Context: an optimization exercise on an open-source flow, tuned for small area. The choices shown serve that exercise and are no tape-out recipe.
Function was checked by simulation only, so behaviour that the tests miss may differ from the original.
No driver is modelled on the clock port, so clocking that relies on it looks cheaper here than on a real chip.

==> run a <==
==> flow/design.v <==
module lab4_branch_BranchGShareCtrl
(
    input  logic       update_en,
    input  logic       update_val,
    input  logic [1:0] cur_cnt,
    output logic [1:0] next_cnt
);
always_comb begin
    if (update_en && update_val && cur_cnt != 2'b11)
        next_cnt = cur_cnt + 2'b01;
    else if (update_en && !update_val && cur_cnt != 2'b00)
        next_cnt = cur_cnt - 2'b01;
    else
        next_cnt = cur_cnt;
end
endmodule
module lab4_branch_BranchGShareBit
(
  input  logic clk,
  input  logic wr,
  input  logic wr_n,
  input  logic c,
  output logic s
);
always_ff @(posedge clk)
  s <= ~((s | wr) & (wr_n | c));
endmodule
module lab4_branch_BranchGShareRead8
(
  input  logic [7:0] s,
  input  logic [7:0] wr_n,
  output logic       rd
);
assign rd = |(~s & ~wr_n);
endmodule
module lab4_branch_BranchGShareCol
#(
  parameter ROWS = 64
)
(
  input  logic            clk,
  input  logic [ROWS-1:0] wr,
  input  logic [ROWS-1:0] wr_n,
  input  logic            c0,
  input  logic            c1,
  output logic            rd0_n,     
  output logic            rd1_n      
);
logic [ROWS-1:0] s0;
logic [ROWS-1:0] s1;
genvar j;
generate
  for (j = 0; j < ROWS; j++) begin : g_ent
    lab4_branch_BranchGShareBit b0
    (
      .clk  (clk),
      .wr   (wr[j]),
      .wr_n (wr_n[j]),
      .c    (c0),
      .s    (s0[j])
    );
    lab4_branch_BranchGShareBit b1
    (
      .clk  (clk),
      .wr   (wr[j]),
      .wr_n (wr_n[j]),
      .c    (c1),
      .s    (s1[j])
    );
  end
endgenerate
logic [ROWS/8-1:0] rd0_p, rd1_p;
generate
  for (j = 0; j < ROWS/8; j++) begin : g_rd
    lab4_branch_BranchGShareRead8 r0
    (
      .s    (s0[8*j+7:8*j]),
      .wr_n (wr_n[8*j+7:8*j]),
      .rd   (rd0_p[j])
    );
    lab4_branch_BranchGShareRead8 r1
    (
      .s    (s1[8*j+7:8*j]),
      .wr_n (wr_n[8*j+7:8*j]),
      .rd   (rd1_p[j])
    );
  end
endgenerate
assign rd0_n = |rd0_p;
assign rd1_n = |rd1_p;
endmodule
module lab4_branch_BranchGShareRowDrv
(
  input  logic hi,        
  input  logic lo,        
  input  logic hir_n,     
  input  logic lor_n,     
  output logic wr,
  output logic wr_n
);
assign wr_n = ~(hi & lo);
assign wr   = ~(hir_n | lor_n);
endmodule
module lab4_branch_BranchGShareColLine
(
  input  logic sel,
  input  logic sel_n,
  input  logic rd_n,      
  input  logic wn,        
  input  logic reset_n,
  output logic c
);
assign c = ~((sel_n & rd_n & reset_n) | (sel & wn));
endmodule
module lab4_branch_BranchGShareColSel2
(
  input  logic sel_a_n,
  input  logic rd_a_n,
  input  logic sel_b_n,
  input  logic rd_b_n,
  output logic rd
);
assign rd = ~((sel_a_n | rd_a_n) & (sel_b_n | rd_b_n));
endmodule
module lab4_branch_BranchGShareDpath
#(
  parameter PHT_size  = 2048
)
(
  input  logic       clk,
  input  logic       reset,
  input  logic       update_en,
  input  logic       update_val,
  input  logic[31:0] PC,
  input  logic [1:0] next_cnt,
  output logic [1:0] cur_cnt,
  output logic       prediction
);
localparam IW   = $clog2(PHT_size);
localparam CW   = 5;
localparam RW   = IW - CW;
localparam COLS = 1 << CW;
localparam ROWS = 1 << RW;
localparam RH   = RW / 2;           
localparam RL   = RW - RH;
logic [IW-1:0] ghr;
logic          phase;
logic [IW-1:0] idx;
assign idx = PC[IW+1:2] ^ ghr;
logic [RW-1:0] ridx;
logic [CW-1:0] cidx;
assign ridx = idx[IW-1:CW];
assign cidx = idx[CW-1:0];
logic [(1<<RH)-1:0] hi, hir_n;
logic [(1<<RL)-1:0] lo, lor_n;
genvar j, k;
generate
  for (j = 0; j < (1 << RH); j++) begin : g_hi
    assign hi[j]    = (ridx[RW-1:RL] == j);
    assign hir_n[j] = ~(hi[j] | reset);
  end
  for (j = 0; j < (1 << RL); j++) begin : g_lo
    assign lo[j]    = (ridx[RL-1:0] == j);
    assign lor_n[j] = ~(lo[j] | reset);
  end
endgenerate
logic [ROWS-1:0] wr, wr_n;
generate
  for (j = 0; j < ROWS; j++) begin : g_rdrv
    lab4_branch_BranchGShareRowDrv rdrv
    (
      .hi    (hi[j >> RL]),
      .lo    (lo[j % (1 << RL)]),
      .hir_n (hir_n[j >> RL]),
      .lor_n (lor_n[j % (1 << RL)]),
      .wr    (wr[j]),
      .wr_n  (wr_n[j])
    );
  end
endgenerate
logic [COLS-1:0] c0, c1;
logic [COLS-1:0] rd0_n, rd1_n;
generate
  for (k = 0; k < COLS; k++) begin : g_col
    lab4_branch_BranchGShareCol #(.ROWS(ROWS)) col
    (
      .clk   (clk),
      .wr    (wr),
      .wr_n  (wr_n),
      .c0    (c0[k]),
      .c1    (c1[k]),
      .rd0_n (rd0_n[k]),
      .rd1_n (rd1_n[k])
    );
  end
endgenerate
localparam CH = CW / 2;
localparam CL = CW - CH;
logic [(1<<CH)-1:0] chi, chi_n;
logic [(1<<CL)-1:0] clo, clo_n;
generate
  for (k = 0; k < (1 << CH); k++) begin : g_chi
    assign chi[k]   = (cidx[CW-1:CL] == k);
    assign chi_n[k] = ~chi[k];
  end
  for (k = 0; k < (1 << CL); k++) begin : g_clo
    assign clo[k]   = (cidx[CL-1:0] == k);
    assign clo_n[k] = ~clo[k];
  end
endgenerate
logic [COLS-1:0] csel, csel_n;
generate
  for (k = 0; k < COLS; k++) begin : g_csel
    assign csel[k]   = ~(chi_n[k >> CL] | clo_n[k % (1 << CL)]);
    assign csel_n[k] = ~(chi[k >> CL] & clo[k % (1 << CL)]);
  end
endgenerate
logic [COLS/2-1:0] rs0, rs1;
generate
  for (k = 0; k < COLS/2; k++) begin : g_cmux
    lab4_branch_BranchGShareColSel2 m0
    (
      .sel_a_n (csel_n[2*k]),
      .rd_a_n  (rd0_n[2*k]),
      .sel_b_n (csel_n[2*k+1]),
      .rd_b_n  (rd0_n[2*k+1]),
      .rd      (rs0[k])
    );
    lab4_branch_BranchGShareColSel2 m1
    (
      .sel_a_n (csel_n[2*k]),
      .rd_a_n  (rd1_n[2*k]),
      .sel_b_n (csel_n[2*k+1]),
      .rd_b_n  (rd1_n[2*k+1]),
      .rd      (rs1[k])
    );
  end
endgenerate
logic s0, s1;    
assign s0 = |rs0;
assign s1 = |rs1;
assign cur_cnt    = {s1 ^ phase, s0 ^ phase};
assign prediction = s1 ^ phase;
logic w0, w1;    
assign w0 = next_cnt[0] ^ phase;
assign w1 = next_cnt[1] ^ phase;
generate
  for (k = 0; k < COLS; k++) begin : g_cl
    lab4_branch_BranchGShareColLine l0
    (
      .sel     (csel[k]),
      .sel_n   (csel_n[k]),
      .rd_n    (rd0_n[k]),
      .wn      (~w0 & ~reset),
      .reset_n (~reset),
      .c       (c0[k])
    );
    lab4_branch_BranchGShareColLine l1
    (
      .sel     (csel[k]),
      .sel_n   (csel_n[k]),
      .rd_n    (rd1_n[k]),
      .wn      (~w1 & ~reset),
      .reset_n (~reset),
      .c       (c1[k])
    );
  end
endgenerate
always_ff @(posedge clk) begin
  phase <= ~reset & ~phase;
  if (reset)          ghr <= {IW{1'b0}};
  else if (update_en) ghr <= {ghr[IW-2:0], update_val};
end
endmodule
module lab4_branch_BranchGShare
#(
  parameter PHT_size  = 2048
)
(
  input  logic clk,
  input  logic reset,
  input  logic update_en,
  input  logic update_val,
  input  logic [31:0] PC,
  output logic prediction
);
logic [1:0] cur_cnt;
logic [1:0] next_cnt;
lab4_branch_BranchGShareCtrl ctrl
(
  .update_en  (update_en),
  .update_val (update_val),
  .cur_cnt    (cur_cnt),
  .next_cnt   (next_cnt)
);
lab4_branch_BranchGShareDpath
#(
  .PHT_size(PHT_size)
)
dpath
(
  .clk        (clk),
  .reset      (reset),
  .update_en  (update_en),
  .update_val (update_val),
  .PC         (PC),
  .next_cnt   (next_cnt),
  .cur_cnt    (cur_cnt),
  .prediction (prediction)
);
endmodule
==> flow/flow/run.sh <==
#!/bin/bash
# Own layout flow: the standard synthesis unchanged, then the standard ORFS
# steps with small buffers for the resizer, a clock tree of clkbuf_16 only,
# and after the clock tree, stronger drivers for long lightly loaded nets.
# Each part's output goes to its own log in this folder.
set -euo pipefail
H=$(pwd)/flow/dont_use.tcl
C=$(pwd)/flow/cts_post.tcl
bash standard.sh synth > synth.log 2>&1
export PRE_GLOBAL_PLACE_TCL=$H PRE_RESIZE_TCL=$H PRE_CTS_TCL=$H POST_CTS_TCL=$C PRE_GLOBAL_ROUTE_TCL=$H
export BUFFER_PORTS_ARGS="-buffer_cell sky130_fd_sc_hd__buf_2"
export CTS_ARGS="-sink_clustering_enable -repair_clock_nets -buf_list sky130_fd_sc_hd__clkbuf_16 -sink_clustering_size 30 -sink_clustering_max_diameter 60 -dont_use_dummy_load"
bash standard.sh \
  PRE_GLOBAL_PLACE_TCL=$H PRE_RESIZE_TCL=$H PRE_CTS_TCL=$H POST_CTS_TCL=$C PRE_GLOBAL_ROUTE_TCL=$H \
  "BUFFER_PORTS_ARGS=$BUFFER_PORTS_ARGS" "CTS_ARGS=$CTS_ARGS" \
  finish > layout.log 2>&1
==> flow/flow/cts_post.tcl <==
# After the clock tree: upsize the drivers of lightly loaded nets whose
# slew is already well up, then legalize.
source [file join [file dirname [info script]] weak.tcl]
estimate_parasitics -placement
weak_upsize 0.45 4
detailed_placement
check_placement
==> flow/flow/dont_use.tcl <==
# Keep the resizer to small buffers: it otherwise drives the long row and
# column lines of the PHT array with buf_12/buf_16 cells.
set_dont_use {sky130_fd_sc_hd__buf_6 sky130_fd_sc_hd__buf_8 sky130_fd_sc_hd__buf_12
  sky130_fd_sc_hd__buf_16 sky130_fd_sc_hd__bufinv_8 sky130_fd_sc_hd__bufinv_16
  sky130_fd_sc_hd__bufbuf_8 sky130_fd_sc_hd__bufbuf_16}
==> flow/flow/weak.tcl <==
proc weak_upsize {ratio maxfo} {
  set n 0
  foreach net [get_nets *] {
    set drv [get_pins -of_objects $net -filter "direction==output"]
    if {[llength $drv] != 1} continue
    set loads [get_pins -of_objects $net -filter "direction==input"]
    if {[llength $loads] > $maxfo || [llength $loads] == 0} continue
    set slew [get_property $drv slew_max]
    if {$slew <= $ratio * 1.5} continue
    set cell [get_cells -of_objects $drv]
    set ref [get_property $cell ref_name]
    if {![regexp {^(sky130_fd_sc_hd__[a-z0-9]+)_([0-9]+)$} $ref -> base size]} continue
    foreach s {2 4 8} {
      if {$s <= $size} continue
      set new [[ord::get_db] findMaster ${base}_$s]
      if {$new ne "NULL"} {
        [[ord::get_db_block] findInst [get_full_name $cell]] swapMaster $new
        incr n
        break
      }
    }
  }
  puts "weak_upsize: resized $n drivers"
}
==> flow/standard.sh <==
#!/bin/bash
# synth_recipe.tcl (not shown) runs the flow's synth.tcl, then flattens the netlist and writes it again
# the make line also repeats each setting of config.mk as NAME=value (left out here)
make -C /OpenROAD-flow-scripts/flow DESIGN_CONFIG=/design/flow/config.mk WORK_HOME=/design/flow/orfs CLKGATE_MAP_FILE= SYNTH_SCRIPT=/design/flow/synth_recipe.tcl "${@:-finish}"
==> flow/config.mk <==
export PLATFORM = sky130hd
export DESIGN_NAME = lab4_branch_BranchGShare
export DESIGN_NICKNAME = lab4_branch_BranchGShare
export VERILOG_FILES = /design/flow/design.v
export SDC_FILE = /design/flow/constraint.sdc
export NUM_CORES = 8
export LEC_CHECK = 0
export CAP_MARGIN = 20
export CORE_MARGIN = 2
export CORE_UTILIZATION = 66
export SLEW_MARGIN = 20
export SYNTH_HIERARCHICAL = 1
==> flow/constraint.sdc <==
create_clock -name core_clock -period 12.0 [get_ports {clk}]
set_input_delay 2.4000 -clock core_clock [delete_from_list [all_inputs] [get_ports {clk}]]
set_output_delay 2.4000 -clock core_clock [all_outputs]
set_load 0.01 [all_outputs]
==> run b: changes against run a <==
==> flow/flow/run.sh (replaced) <==
#!/bin/bash
# Own layout flow: the standard synthesis unchanged, then the standard ORFS
# steps with smaller buffers for the resizer, and a leaner clock tree.
# Each part's output goes to its own log in this folder.
set -euo pipefail
H=$(pwd)/flow/dont_use.tcl
G=$(pwd)/flow/grt_hook.tcl
bash standard.sh synth > synth.log 2>&1
export PRE_GLOBAL_PLACE_TCL=$H PRE_RESIZE_TCL=$H PRE_CTS_TCL=$H PRE_GLOBAL_ROUTE_TCL=$G
export BUFFER_PORTS_ARGS="-buffer_cell sky130_fd_sc_hd__buf_2"
export CTS_ARGS="-sink_clustering_enable -repair_clock_nets -buf_list sky130_fd_sc_hd__clkbuf_16 -sink_clustering_size 30 -sink_clustering_max_diameter 60 -dont_use_dummy_load"
bash standard.sh \
  PRE_GLOBAL_PLACE_TCL=$H PRE_RESIZE_TCL=$H PRE_CTS_TCL=$H PRE_GLOBAL_ROUTE_TCL=$G \
  "BUFFER_PORTS_ARGS=$BUFFER_PORTS_ARGS" "CTS_ARGS=$CTS_ARGS" \
  finish > layout.log 2>&1
==> flow/flow/grt_hook.tcl (new file) <==
# Global routing step: small buffers only, and before the resizer's repair,
# upsize the drivers of lightly loaded nets whose slew is well up.
set hook_dir [file dirname [info script]]
source [file join $hook_dir dont_use.tcl]
source [file join $hook_dir weak.tcl]
if {[info procs orig_repair_design_helper] eq ""} {
  rename repair_design_helper orig_repair_design_helper
  proc repair_design_helper {} {
    weak_upsize 0.55 4
    estimate_parasitics -global_routing
    orig_repair_design_helper
  }
}
--- a/flow/flow/weak.tcl
+++ b/flow/flow/weak.tcl
@@ -2,2 +2,3 @@
   set n 0
+  set added 0.0
   foreach net [get_nets *] {
@@ -14,5 +15,5 @@
       if {$s <= $size} continue
-      set new [[ord::get_db] findMaster ${base}_$s]
-      if {$new ne "NULL"} {
-        [[ord::get_db_block] findInst [get_full_name $cell]] swapMaster $new
+      set new [get_lib_cells -quiet */${base}_$s]
+      if {[llength $new]} {
+        replace_cell $cell $new
         incr n
--- a/flow/config.mk
+++ b/flow/config.mk
@@ -9,3 +9,3 @@
 export CORE_MARGIN = 2
-export CORE_UTILIZATION = 66
+export CORE_UTILIZATION = 62
 export SLEW_MARGIN = 20
removed: flow/flow/cts_post.tcl
==> comparison <==
In area after synthesis, run b and run a do not differ.
Run b ended with an error in global routing (5_1_grt). Run a completed without violations.
Synthesized cell count is the same in run a and run b.

==> separate check: timing with driven ports <==
How much do the figures lean on ideal ports? The routed layout below was timed once more, with nothing changed but the port constraints. Step 1 (the two cells are an assumption about what drives the block):
set clk [get_ports {clk}]
set_driving_cell -lib_cell sky130_fd_sc_hd__clkbuf_16 $clk
set_driving_cell -lib_cell sky130_fd_sc_hd__buf_2 [delete_from_list [all_inputs] $clk]
Step 2 also shifts input and output timing later by t, the mid clock arrival at the registers, as if the neighbouring blocks saw the same clock. Slacks: ideal ports / drivers / drivers and shift; pairs: ideal ports / drivers.
run: run a
shift t [ns]: 0.958
setup WS [ns]: 1.673 / 1.615 / 0.865
latest minus earliest clock arrival (ns): 0.090 / 0.090
cell pins on the clock port's net: 1
After both steps setup and hold are still met in run a. The setup slack of run a moves by -0.058 ns with the drivers and by -0.808 ns with both steps.
